From an optimization exercise on the open Yosys and OpenROAD flow, aimed at small area; shortcuts taken in it are not production practice.
The RTL was checked by simulation tests, not by an equivalence proof against the original design.
No activity file was given, so power comes from the tool's default toggle rates.

==> design.v <==
`timescale 1ns / 1ps
module Top_Module #(parameter CW = 16) (
    input Trigger_S1,
    input Trigger_S2,
    input Trigger_S3,
    input Trigger_S4,
    input Gbl_CLK,
    input RST_EX,
    input Dim_Load,
    input [31:0] DIM_MAX,
    output SR_OUT1,
    output SR_OUT2,
    output SR_OUT3,
    output SR_OUT4,
    output Flag_ERR,
    output Flag_CNT,
    output Flag_DIAG,
    output Flag_MED,
    output Result_Ready,
    output [1:0] Quadrent,
    output [31:0] P,
    output [31:0] Q,
    output [31:0] R
    );
    reg [3:0] L, SR;
    wire [3:0] T = {Trigger_S1, Trigger_S2, Trigger_S3, Trigger_S4};
    always @(posedge Gbl_CLK) begin
        L  <= T | (L & {4{~RST_EX}});
        SR <= L;
    end
    assign {SR_OUT1, SR_OUT2, SR_OUT3, SR_OUT4} = SR;
    wire any_r = |SR;           
    wire all_r = &SR;           
    wire all_l = &L;
    wire [3:0] rise = T & ~L;
    reg rst_d;
    always @(posedge Gbl_CLK) rst_d <= RST_EX;
    reg [3:0] ph;
    always @(posedge Gbl_CLK)
        if (RST_EX || ph == 4'd9) ph <= 4'd0;
        else                      ph <= ph + 4'd1;
    wire tick = (ph == 4'd4);      
    reg [CW-1:0] lim;
    reg        lim_hi;
    always @(posedge Gbl_CLK)
        if (Dim_Load) begin
            lim    <= DIM_MAX[CW-1:0];
            lim_hi <= |DIM_MAX[31:CW];
        end
    reg [CW-1:0] G;
    reg        cof_g;           
    reg        cof_s;           
    wire [CW:0] c;
    assign c[0] = 1'b1;
    genvar i;
    generate for (i = 0; i < CW; i = i + 1) begin : cmp
        assign c[i+1] = (G[i] & ~lim[i]) | (c[i] & (G[i] | ~lim[i]));
    end endgenerate
    wire       ge    = ~lim_hi & c[CW];
    wire       etick = tick & any_r & ~all_l;
    wire [CW-1:0] G_n = (etick & ~ge) ? G + 1'b1 : G;
    wire       cof_n = etick ? ge : cof_g;
    always @(posedge Gbl_CLK) begin
        G     <= rst_d ? {CW{1'b0}} : G_n;       
        cof_g <= ~RST_EX & cof_n;
        cof_s <= ~RST_EX & (cof_s | (|rise & cof_n));
    end
    wire COF = ~all_l & (cof_g | cof_s);
    reg [CW-1:0] V1, V2;
    reg [1:0]  s;
    reg [1:0]  tA, tB, tC, tD;
    wire       alloc = (|rise) & any_r & ~RST_EX & ~rst_d;
    wire [1:0] s_n   = s + 2'd1;
    reg        alloc_d;
    always @(posedge Gbl_CLK) alloc_d <= alloc;
    always @(posedge Gbl_CLK) begin
        if (alloc_d && s == 2'd1) V1 <= G;
        if (alloc_d && s == 2'd2) V2 <= G;
        if (RST_EX) begin
            s <= 2'd0; tA <= 2'd0; tB <= 2'd0; tC <= 2'd0; tD <= 2'd0;
        end else if (alloc) begin
            s <= s_n;
            if (rise[3]) tA <= s_n;
            if (rise[2]) tB <= s_n;
            if (rise[1]) tC <= s_n;
            if (rise[0]) tD <= s_n;
        end
    end
    wire [1:0] selX, selY, selZ;
    FSM Logic_System(.FSM_CLK(Gbl_CLK), .COF(COF), .FSM_RST(RST_EX),
        .A(L[3]), .B(L[2]), .C(L[1]), .D(L[0]),
        .FSM_ERR(Flag_ERR), .FSM_CNT(Flag_CNT), .FSM_DIAG(Flag_DIAG), .FSM_MED(Flag_MED),
        .FSM_W(Quadrent), .FSM_X(selX), .FSM_Y(selY), .FSM_Z(selZ));
    function [1:0] pick(input [1:0] sel, input [1:0] a, input [1:0] b, input [1:0] c, input [1:0] d);
        case (sel)
            2'd0: pick = a;
            2'd1: pick = b;
            2'd2: pick = c;
            default: pick = d;
        endcase
    endfunction
    reg [1:0] tP, tQ, tR;
    reg       rdy;
    always @(posedge Gbl_CLK) begin
        tP  <= all_r ? pick(selX, tA, tB, tC, tD) : 2'd0;
        tQ  <= all_r ? pick(selY, tA, tB, tC, tD) : 2'd0;
        tR  <= all_r ? pick(selZ, tA, tB, tC, tD) : 2'd0;
        rdy <= all_r | (rdy & ~RST_EX);
    end
    assign Result_Ready = rdy;
    function [CW-1:0] slot(input [1:0] t, input [CW-1:0] v1, input [CW-1:0] v2, input [CW-1:0] g);
        case (t)
            2'd0: slot = {CW{1'b0}};
            2'd1: slot = v1;
            2'd2: slot = v2;
            default: slot = g;
        endcase
    endfunction
    assign P = {{(32-CW){1'b0}}, slot(tP, V1, V2, G)};
    assign Q = {{(32-CW){1'b0}}, slot(tQ, V1, V2, G)};
    assign R = {{(32-CW){1'b0}}, slot(tR, V1, V2, G)};
endmodule
`timescale 1ns / 1ps
module FSM(input FSM_CLK, input COF, input FSM_RST, input A, input B, input C, input D,
  output FSM_ERR, output FSM_CNT, output FSM_DIAG, output FSM_MED,
  output [1:0] FSM_W, output [1:0] FSM_X, output [1:0] FSM_Y, output [1:0] FSM_Z);
  reg [8:0] q;
  wire [8:0] qn;
  assign qn[0] = (q[1]&~q[2]&D&~C) | (q[0]&~A&~COF) | (q[2]&q[3]&~q[4]&C) | (~q[3]&q[4]&D&B) | (~q[2]&~D&~C&A) | (q[2]&~D&~B) | (q[0]&~q[1]&~q[4]) | (q[3]&~q[8]&~C&A) | (q[0]&q[8]) | (q[1]&~q[2]&~q[3]&~q[4]&D&A) | (q[0]&q[2]&q[4]) | (~q[0]&q[2]&~q[4]&D&B&A) | (~q[2]&~q[4]&~D&B&A) | (q[5]&A) | (q[2]&~q[3]&q[4]&COF) | (~q[1]&~q[2]&~q[8]&C&~A) | (~q[0]&~q[4]&D&A&COF) | (~q[0]&~q[4]&B&A&COF);
  assign qn[1] = (~q[3]&~D&~B) | (q[1]&q[3]&C&~COF) | (~q[1]&~q[2]&~q[8]&C&~A) | (q[1]&q[8]) | (~D&~C&~A) | (q[3]&~q[4]&~A) | (~q[3]&q[4]&~q[8]&D&B) | (q[1]&q[2]&~B) | (q[2]&~q[4]&C&~B) | (q[0]&q[2]&q[4]&~q[8]&C) | (q[2]&~q[3]&~q[4]&~D) | (~q[1]&q[2]&~q[4]&D&~C&B) | (q[2]&~q[4]&~D&C) | (q[5]&~D&A) | (~q[0]&~q[2]&q[4]&~q[8]&D&B) | (q[2]&~q[3]&~q[8]&~B&COF) | (q[2]&~D&C&COF) | (q[1]&q[3]&~D&C&B) | (q[0]&q[1]&~B&A) | (~q[1]&~q[4]&~C&COF);
  assign qn[2] = (~q[0]&~q[2]&~q[3]&D&C&~A) | (q[2]&~q[3]&~B) | (~q[3]&~D&B) | (q[1]&q[2]&~A) | (q[5]&~A) | (q[1]&~q[2]&~q[8]&~C&A) | (q[4]&~q[8]&~C&A) | (~q[3]&D&~B&A) | (q[0]&q[2]&q[3]) | (~q[3]&~q[5]&q[8]) | (~q[0]&~q[2]&~q[3]&q[4]&B) | (q[2]&q[3]&q[4]&B&A) | (~q[2]&~q[3]&C&B&COF) | (~q[2]&~q[3]&~q[8]&B&A&COF);
  assign qn[3] = (~q[4]&D&~B&~A) | (~q[2]&q[3]) | (q[4]&~D&~B) | (~q[1]&q[3]&C) | (~C&B&~A) | (q[3]&A&~COF) | (~q[2]&~q[4]&~D&B&A) | (q[3]&~q[4]&A);
  assign qn[4] = (~q[2]&D&~A) | (C&~A) | (q[4]) | (~q[2]&~D&C&~B);
  assign qn[5] = (~q[3]&~q[4]&C&B&~A) | (q[5]&~D&~A&~COF) | (~q[4]&q[5]) | (~q[1]&q[2]&~q[3]&~q[4]&B) | (~q[1]&q[2]&~D&~C&COF);
  assign qn[6] = (q[1]&~q[2]&q[3]&~q[4]&~q[8]&D) | (q[1]&q[2]&~q[3]&q[4]&~q[8]&A) | (~q[0]&~q[1]&~q[2]&~q[8]&C&B) | (q[6]);
  assign qn[7] = (q[1]&~q[2]&~q[3]&~q[4]&~q[8]&D&C&B&A) | (q[7]);
  assign qn[8] = (q[8]) | (q[2]&q[3]&C&~A) | (q[5]&D&~A) | (~q[1]&~q[4]&C&~B) | (~q[0]&q[2]&q[3]&~B) | (~q[1]&q[2]&~q[4]&D&~C&B) | (~q[1]&q[2]&~q[4]&~D&C) | (q[5]&~D&A) | (q[1]&~q[2]&q[3]&~q[4]&D) | (q[4]&~C&~A&COF) | (~q[0]&q[3]&~B&COF) | (q[0]&q[1]&~A&COF) | (~q[1]&~q[4]&~C&COF) | (~q[0]&q[2]&~B&COF) | (q[2]&q[4]&~C&COF) | (q[1]&q[2]&q[4]&COF) | (~q[0]&q[2]&~q[3]&~D&COF) | (q[1]&~q[2]&q[3]&~q[4]&COF);
  always @(posedge FSM_CLK) q <= FSM_RST ? 9'd2 : qn;
  assign FSM_ERR = (q[8]);
  assign FSM_CNT = (q[7]);
  assign FSM_DIAG = (q[6]);
  assign FSM_MED = (q[5]);
  assign FSM_W[1] = (q[4]);
  assign FSM_W[0] = (q[3]);
  assign FSM_X[1] = (~q[2]&~q[4]&~q[7]) | (q[3]&q[4]) | (~q[3]&~q[4]&q[8]);
  assign FSM_X[0] = (~q[3]&~q[8]) | (q[1]&~q[3]);
  assign FSM_Y[1] = (q[2]&q[3]&~q[4]) | (q[1]&~q[3]&q[4]) | (q[7]);
  assign FSM_Y[0] = (~q[3]&~q[7]&~q[8]) | (q[1]&~q[3]);
  assign FSM_Z[1] = (~q[4]);
  assign FSM_Z[0] = (q[3]) | (q[7]);
endmodule
==> flow/run.sh <==
#!/bin/bash
# The standard layout with three changes to how the layout is made:
#  - synthesis maps the logic with an area-oriented ABC script (flow/abc_area.script,
#    used in place of ORFS's own abc_area.script; only the ABC step differs)
#  - the port buffers use the smallest buffer cell
#  - clock tree synthesis uses clkbuf_8 buffers and inserts no dummy loads
# Each step's full output goes to a log file in this folder.
set -euo pipefail
HERE=$(pwd)
rm -rf "$HERE/scripts_local"
cp -r "$FLOW_HOME/scripts" "$HERE/scripts_local"
cp "$HERE/flow/abc_area.script" "$HERE/scripts_local/abc_area.script"
bash standard.sh SCRIPTS_DIR="$HERE/scripts_local" synth > "$HERE/make_synth.log" 2>&1
export BUFFER_PORTS_ARGS="-buffer_cell sky130_fd_sc_hd__buf_1"
export CTS_ARGS="-sink_clustering_enable -repair_clock_nets -buf_list sky130_fd_sc_hd__clkbuf_8 -dont_use_dummy_load"
bash standard.sh finish > "$HERE/make_finish.log" 2>&1
==> flow/abc_area.script <==
strash
&get -n
&deepsyn -T 60
&put
dch -f
amap
topo
==> standard.sh <==
#!/bin/bash
# synth_recipe.tcl (not shown) runs the flow's synth.tcl, then flattens the netlist and writes it again
# the make line also repeats each setting of config.mk as NAME=value (left out here)
make -C /OpenROAD-flow-scripts/flow DESIGN_CONFIG=/design/flow/config.mk WORK_HOME=/design/flow/orfs CLKGATE_MAP_FILE= SYNTH_SCRIPT=/design/flow/synth_recipe.tcl "${@:-finish}"
==> config.mk <==
export PLATFORM = sky130hd
export DESIGN_NAME = Top_Module
export DESIGN_NICKNAME = Top_Module
export VERILOG_FILES = /design/flow/design.v
export SDC_FILE = /design/flow/constraint.sdc
export NUM_CORES = 4
export LEC_CHECK = 0
export ABC_AREA = 1
export CAP_MARGIN = 20
export CORE_MARGIN = 2
export CORE_UTILIZATION = 55
export CTS_BUF_LIST = sky130_fd_sc_hd__clkbuf_8
export SLEW_MARGIN = 20
==> constraint.sdc <==
create_clock -name core_clock -period 10.0 [get_ports {Gbl_CLK}]
set_input_delay 2.0000 -clock core_clock [delete_from_list [all_inputs] [get_ports {Gbl_CLK}]]
set_output_delay 2.0000 -clock core_clock [all_outputs]
set_load 0.01 [all_outputs]
==> flow_summary.ini, run 1 <==
[critical_path]
rr_worst_depth = 31
cpMostUsedCell = nor2_1
critPathKind = flip-flop to flip-flop
worstPathMaxFanout = 7
required_ns = 10.24
rrSetupSlack_ns = 5.46
endpoint = G[15]
crit_path_start = G[2]
startpoint_type = flip-flop
crit_path_top_delay_cell = dfxtp_1
r2r-start = G[2]
critPathCaptureType = flip-flop
crit_cells = 31
crit-reg2reg-capture = G[15]
crit_family = compound AO/OA/AOI/OAI gates
path_buf_inv = 2
max_stage_delay_ns = 0.47
crit_arrival_ns = 4.78

[timing]
skew_ns = 0.0407
setup_total_negative_slack_ns = 0
holdWs_ns = 0.462
worst_pin_slew_ns = 0.928
timing.final.ws_setup_ns = 5.46
finalHoldViolations = 0
period_minus_slack_ns = 4.54
final_max_slew_viol_count = 0
relSlewSlack = 0.376
period_share = 0.454
rsz0062_at_grt = false
finalSetupViolations = 0
max_freq_mhz = 220

[pwr]
power_frac_seq = 0.562
irDropWorstVdd_mv = 0.0860
pwr-share-comb = 0.206
switchingPower_mw = 0.282
p_int_mw = 0.622
p_sw_frac = 0.312
leakage_nw = 1.97
finalPower_mw = 0.904
power.density_mw_per_mm2 = 151
clkPwrFrac = 0.232

[outcome]
outcome = no timing/DRC/antenna violations

[floorplan]
core_area_mm2 = 0.00973
die_x_um = 104
die_h_um = 104
dieArea_mm2 = 0.0108
ioPinCount = 146
start_util = 0.562
fp-row-count = 36

[synthesis]
syn_inst = 590
synth_seq_cells = 107
synthesis.area_mm2 = 0.00547
synth.top_cell.area_share = 0.269
netlist_top_cells_area = edfxtp_1, dfxtp_1, a222oi_1
yosysSeqAreaShare = 0.482
yosysWarnings = 2
synth_edf_count = 49
yosys.area.top_type = edfxtp_1
ys_async_sr_fraction = 0
postSynthAreaPerCell_um2 = 9.27
synth_ff_type = dfxtp_1
synth.distinct_cells = 41

[routing]
drc = 0
drt_iter0_markers = 652
routed_wl_um = 14100
wl_per_cell_um = 16.9
routed.top_layer = met4
via_per_inst = 6.03
drtAntennaViolNets = 0
via_count = 5018
met1_length_um = 6070
routed-wl-met3_um = 1710
met2_length_um = 6140
dr.pass1.iters = 8

[placement]
pre_cts_ws_ns = 5.50
routabilityCongestion = 0.938
portBuffers = 97
dp_hpwl_um = 10100

[cts]
clockBufferDepth = 2
ctsResizeCount = 0
cts_root_buf = clkbuf_8
ctsHtreeMaxLevel = 3
numCtsBuffers = 9
clock_latency_ns = 0.37
clk_pin_slew_worst_paths_ns = 0.11
postCtsSetupBuffers = 0
cts_tree = built
cts_sinks = 107
cts-hold-fix-buffers = 0

[global_route]
grt-ovfl-total = 0
antenna_found_initial = 0
track_usage = 0.253
grt_pass1_wl_um = 22000
grt_pass1_vias = 4514
grt_max_degree = 21

[final_layout]
fin_nets = 746
n_fill_cell = 868
drive_gt1_frac = 0.0300
final_util = 0.616
syn_to_final_growth_pct = 9.57
diodes = 0

[worst_hold_path]
min_path_type = flip-flop to flip-flop

[job]
drv_cap = 0
sequential cells by signal, summed over array words and instances (netlist names), 2 cells and up:
| signal | count |
|---|---|
| G | 16 |
| L | 4 |
| Logic_System.q | 9 |
| SR | 4 |
| V1 | 16 |
| V2 | 16 |
| lim | 16 |
| ph | 4 |
| s | 2 |
| tA | 2 |
| tB | 2 |
| tC | 2 |
| tD | 2 |
| tP | 2 |
| tQ | 2 |
| tR | 2 |
worst min path at each step:
stage                            from                end  slack [ns]  cells after the start
global route        Logic_System.q[6]  Logic_System.q[6]        0.51                      2
global placement                cof_s              cof_s        0.44                      2
floorplan                        L[2]              SR[2]        0.41                      0
finish                            rdy                rdy        0.46                      2
detailed placement                rdy                rdy        0.45                      2
CTS                               rdy                rdy        0.47                      2
Yosys cell counts (2+ instances only):
master,number
clkinv_1,111
nor2_1,66
dfxtp_1,58
a222oi_1,51
buf_4,50
edfxtp_1,49
nand2_1,35
o22ai_1,22
a211oi_1,17
o21ai_0,16
a21oi_1,13
nor3_1,13
nor4_1,11
a31oi_1,7
ha_1,6
or3_1,6
nand3_1,5
nand4_1,5
o21a_1,5
a221oi_1,4
a22oi_1,4
o22a_1,4
a311oi_1,3
o211ai_1,3
o32ai_1,3
or2_0,3
a221o_1,2
and3_1,2
nor2b_1,2
o221ai_1,2
o311ai_0,2
layout make-up:
cell class                 count  area (um2)  area share
tap                          133         166      0.0278
inverter                     111         417      0.0696
timing repair buffer         103         417      0.0696
clock buffer                   9         124      0.0207
sequential                   107        2630       0.440
multi-input combinational    369        2230       0.373
per-layer routing:
metal  vias up  GRT usage
li1       2355          -
met1      2273      0.363
met2       366      0.389
met3        24     0.0485
met4         0     0.0772
met5         -          0
worst register-to-register path: cells and delay by family, from the launching register on:
family,cells,cell delay [ns]
AOI/OAI and AO/OA,12,2.37
and+or+nand+nor,17,1.29
DFF,1,0.47
buffers and inverters,2,0.32
metrics by stage:
step | area (um2) | std cells
after detailed placement | 5860 | 823
after global routing | 5990 | 832
final | 5990 | 832
after CTS | 5990 | 832
after floorplan | 5640 | 637
after global placement | 5820 | 819
power by group through the flow:
stage | sequential, mW | clock, mW | combinational (mW)
after floorplan | 0.509 | 0 | 0.137
after CTS | 0.507 | 0.213 | 0.181
after detailed placement | 0.517 | 0 | 0.180
final | 0.508 | 0.210 | 0.186
after global routing | 0.511 | 0.229 | 0.204
after global placement | 0.516 | 0 | 0.179
logic make-up after synthesis:
group,after synthesis,share of synthesized area
and+or+nand+nor,149,0.120
DFF,107,0.482
AOI/OAI and AO/OA,166,0.239
other,1,0.000686
buffers and inverters,161,0.145
adders and majority gates,6,0.0137
layout by cell type (no fill, tap or decap), drive strengths merged, types with 2 or more instances in the layout:
master and n:
o21ai 16, a21oi 13, nand2 35, buf 103, o22a 4, nor3 13, and3 2, o311ai 2
nand4 5, conb 48, nor2 66, a22oi 4, a31oi 7, nor2b 2, a311oi 3, ha 6
o22ai 22, nor4 11, edfxtp 49, clkbuf 9, dfxtp 58, o211ai 3, clkinv 111, a221o 2
nand3 5, a211oi 17, a222oi 51, o32ai 3, a221oi 4, or2 3, or3 6, o221ai 2
o21a 5
==> run 2, diff against run 1 <==
--- a/config.mk
+++ b/config.mk
@@ -8,6 +8,6 @@
 export ABC_AREA = 1
 export CAP_MARGIN = 20
 export CORE_MARGIN = 2
-export CORE_UTILIZATION = 55
+export CORE_UTILIZATION = 40
 export CTS_BUF_LIST = sky130_fd_sc_hd__clkbuf_8
 export SLEW_MARGIN = 20
==> run 2 against run 1 <==
First-iteration DRC count is 12% higher. Via count is 0.42% higher. Critical path type unchanged. Highest routed layer unchanged. Sequential power hardly changed.
==> flow_summary.ini, run 2 <==
[pwr]
power.density_mw_per_mm2 = 151
leakage_nw = 1.96
irDropWorstVdd_mv = 0.0515

[worst_hold_path]
min_path_type = flip-flop to flip-flop

[critical_path]
startpoint_type = flip-flop
worstPathMaxFanout = 7
critPathKind = flip-flop to flip-flop
max_stage_delay_ns = 0.49
crit_arrival_ns = 4.88
cpMostUsedCell = nor2_1
critPathCaptureType = flip-flop
required_ns = 10.25
crit_path_top_delay_cell = dfxtp_1

[routing]
wl_per_cell_um = 17.2
dr.pass1.iters = 10
drc = 0
routed_wl_um = 15000
drtAntennaViolNets = 0
via_per_inst = 5.77
via_count = 5039
drt_iter0_markers = 728

[global_route]
grt_pass1_wl_um = 23300
grt_max_degree = 20
grt-ovfl-total = 0
track_usage = 0.203
grt_pass1_vias = 4698
antenna_found_initial = 0

[synthesis]
synth_compound_area_frac = 0.239
synth.top_cell.area_share = 0.269
synthesis.area_mm2 = 0.00547
synthAdderAreaFrac = 0.0137
synth_top_family_by_area = compound AO/OA/AOI/OAI gates
postSynthAreaPerCell_um2 = 9.27
synth.distinct_cells = 41
synth_most_common_cell = clkinv_1
synth_xor_area_frac = 0
synth_ff_type = dfxtp_1
synth.mux.area_fraction = 0
netlist_top_cells_area = edfxtp_1, dfxtp_1, a222oi_1
yosysWarnings = 2
syn_inst = 590
synth_simple_gate_area_frac = 0.120
synth_edf_count = 49
synth_seq_cells = 107
yosysSeqAreaShare = 0.482
yosys.area.top_type = edfxtp_1
synthTopCellsByCount = clkinv_1, nor2_1, dfxtp_1
ys_async_sr_fraction = 0

[cts]
cts_tree = built
numCtsBuffers = 9
cts_sinks = 107
postCtsSetupBuffers = 0
clockBufferDepth = 2
clk_pin_slew_worst_paths_ns = 0.10
cts-hold-fix-buffers = 0
clock_latency_ns = 0.37
ctsResizeCount = 0
cts_root_buf = clkbuf_8
ctsHtreeMaxLevel = 3

[floorplan]
fp-row-count = 42
die_x_um = 121
ioPinCount = 146
start_util = 0.411
dieArea_mm2 = 0.0146
core_area_mm2 = 0.0133
die_h_um = 121

[final_layout]
fin_nets = 745
final_cell_mix = clkinv_1, buf_1, nor2_1, dfxtp_1, a222oi_1
diodes = 0
layout_commonest_cell = clkinv_1
syn_to_final_growth_pct = 10.3
final_util = 0.454
drive_gt1_frac = 0.0301

[timing]
worst_pin_slew_ns = 0.965
relSlewSlack = 0.351
finalSetupViolations = 0
finalHoldViolations = 0
final_max_slew_viol_count = 0
setup_total_negative_slack_ns = 0
skew_ns = 0.0225
period_minus_slack_ns = 4.63
period_share = 0.463
rsz0062_at_grt = false
max_freq_mhz = 216

[job]
drv_cap = 0

[outcome]
outcome = no timing/DRC/antenna violations

[placement]
portBuffers = 97
routabilityCongestion = 0.899
dp_hpwl_um = 10600
==> run 2: cell counts after synthesis <==
Identical to the previous run, type by type.
==> run 2: power by group <==
group / internal, mW / switching (mW)
Combinational: 0.0619 / 0.126
Sequential: 0.478 / 0.0310
Clock: 0.0813 / 0.132
==> run 2: layout make-up <==
cell class,count,area (um2)
fill,1307,7260
tap,176,220
timing repair buffer,102,402
sequential,107,2630
inverter,111,417
clock buffer,9,124
multi-input combinational,369,2240
==> run 2: stage by stage <==
step | hold slack [ns] | power (mW) | instance area [um2] | setup WS, ns | instances
final | 0.461 | 0.910 | 6030 | 5.37 | 874
after floorplan | 0.408 | 0.647 | 5640 | 6.09 | 637
after global placement | 0.444 | 0.701 | 5890 | 5.63 | 865
after CTS | 0.458 | 0.907 | 6030 | 5.39 | 874
after global routing | 0.464 | 0.953 | 6030 | 4.84 | 874
after detailed placement | 0.445 | 0.702 | 5910 | 5.45 | 865
==> run 2: cells by family after synthesis <==
| family | Yosys count |
|---|---|
| other | 1 |
| and+or+nand+nor | 149 |
| DFF | 107 |
| buffers and inverters | 161 |
| AOI/OAI and AO/OA | 166 |
| adders and majority gates | 6 |
==> run 2: final timing paths <==
kind	start	endpoint	slack, ns	cells after the start
worst max-delay path	G[2]	G[15]	5.37	30
worst min-delay path	rdy	rdy	0.46	2
worst max register to register	G[2]	G[15]	5.37	30
worst min register to register	rdy	rdy	0.46	2
==> run 2: critical path: cells and delay by family (launching register included) <==
| kind | cells | cell delay, ns |
|---|---|---|
| flip-flops | 1 | 0.49 |
| AO/OA/AOI/OAI | 11 | 2.41 |
| buffers and inverters | 2 | 0.32 |
| AND/OR/NAND/NOR | 17 | 1.27 |
==> run 2: per-layer routing <==
metal / track usage / up-vias / part of all wire
li1: - / 2352 / -
met1: 0.281 / 2371 / 0.44
met2: 0.313 / 287 / 0.45
met3: 0.0456 / 29 / 0.096
met4: 0.0669 / 0 / 0.017
met5: 0 / - / 0

==> what the ideal ports hide <==
The flow's constraints put no driver on any port. The routed layouts listed below were extracted and timed again, unchanged, in two steps. Step 1 assumes that a clkbuf_16 drives the clock port and a buf_2 every other input. Step 2 adds t to the input delays and takes it off the output delays; t is the mean of the earliest and latest rising clock arrival at the registers after step 1. Input paths then give back, and output paths get back, about the clock's delay inside the block. Three values: ideal, step 1, step 2; two values: the first two.
| run | shift t [ns] | slack for setup (ns) | worst hold slack (ns) | worst setup path at the end | clock arrival spread, ns |
|---|---|---|---|---|---|
| run 1 | 0.388 | 5.461 / 5.461 / 5.461 | 0.462 / 0.462 / 0.462 | register to register | 0.042 / 0.042 |
| run 2 | 0.391 | 5.375 / 5.375 / 5.375 | 0.461 / 0.461 / 0.461 | register to register | 0.024 / 0.024 |
After both steps setup and hold are still met in every run listed.
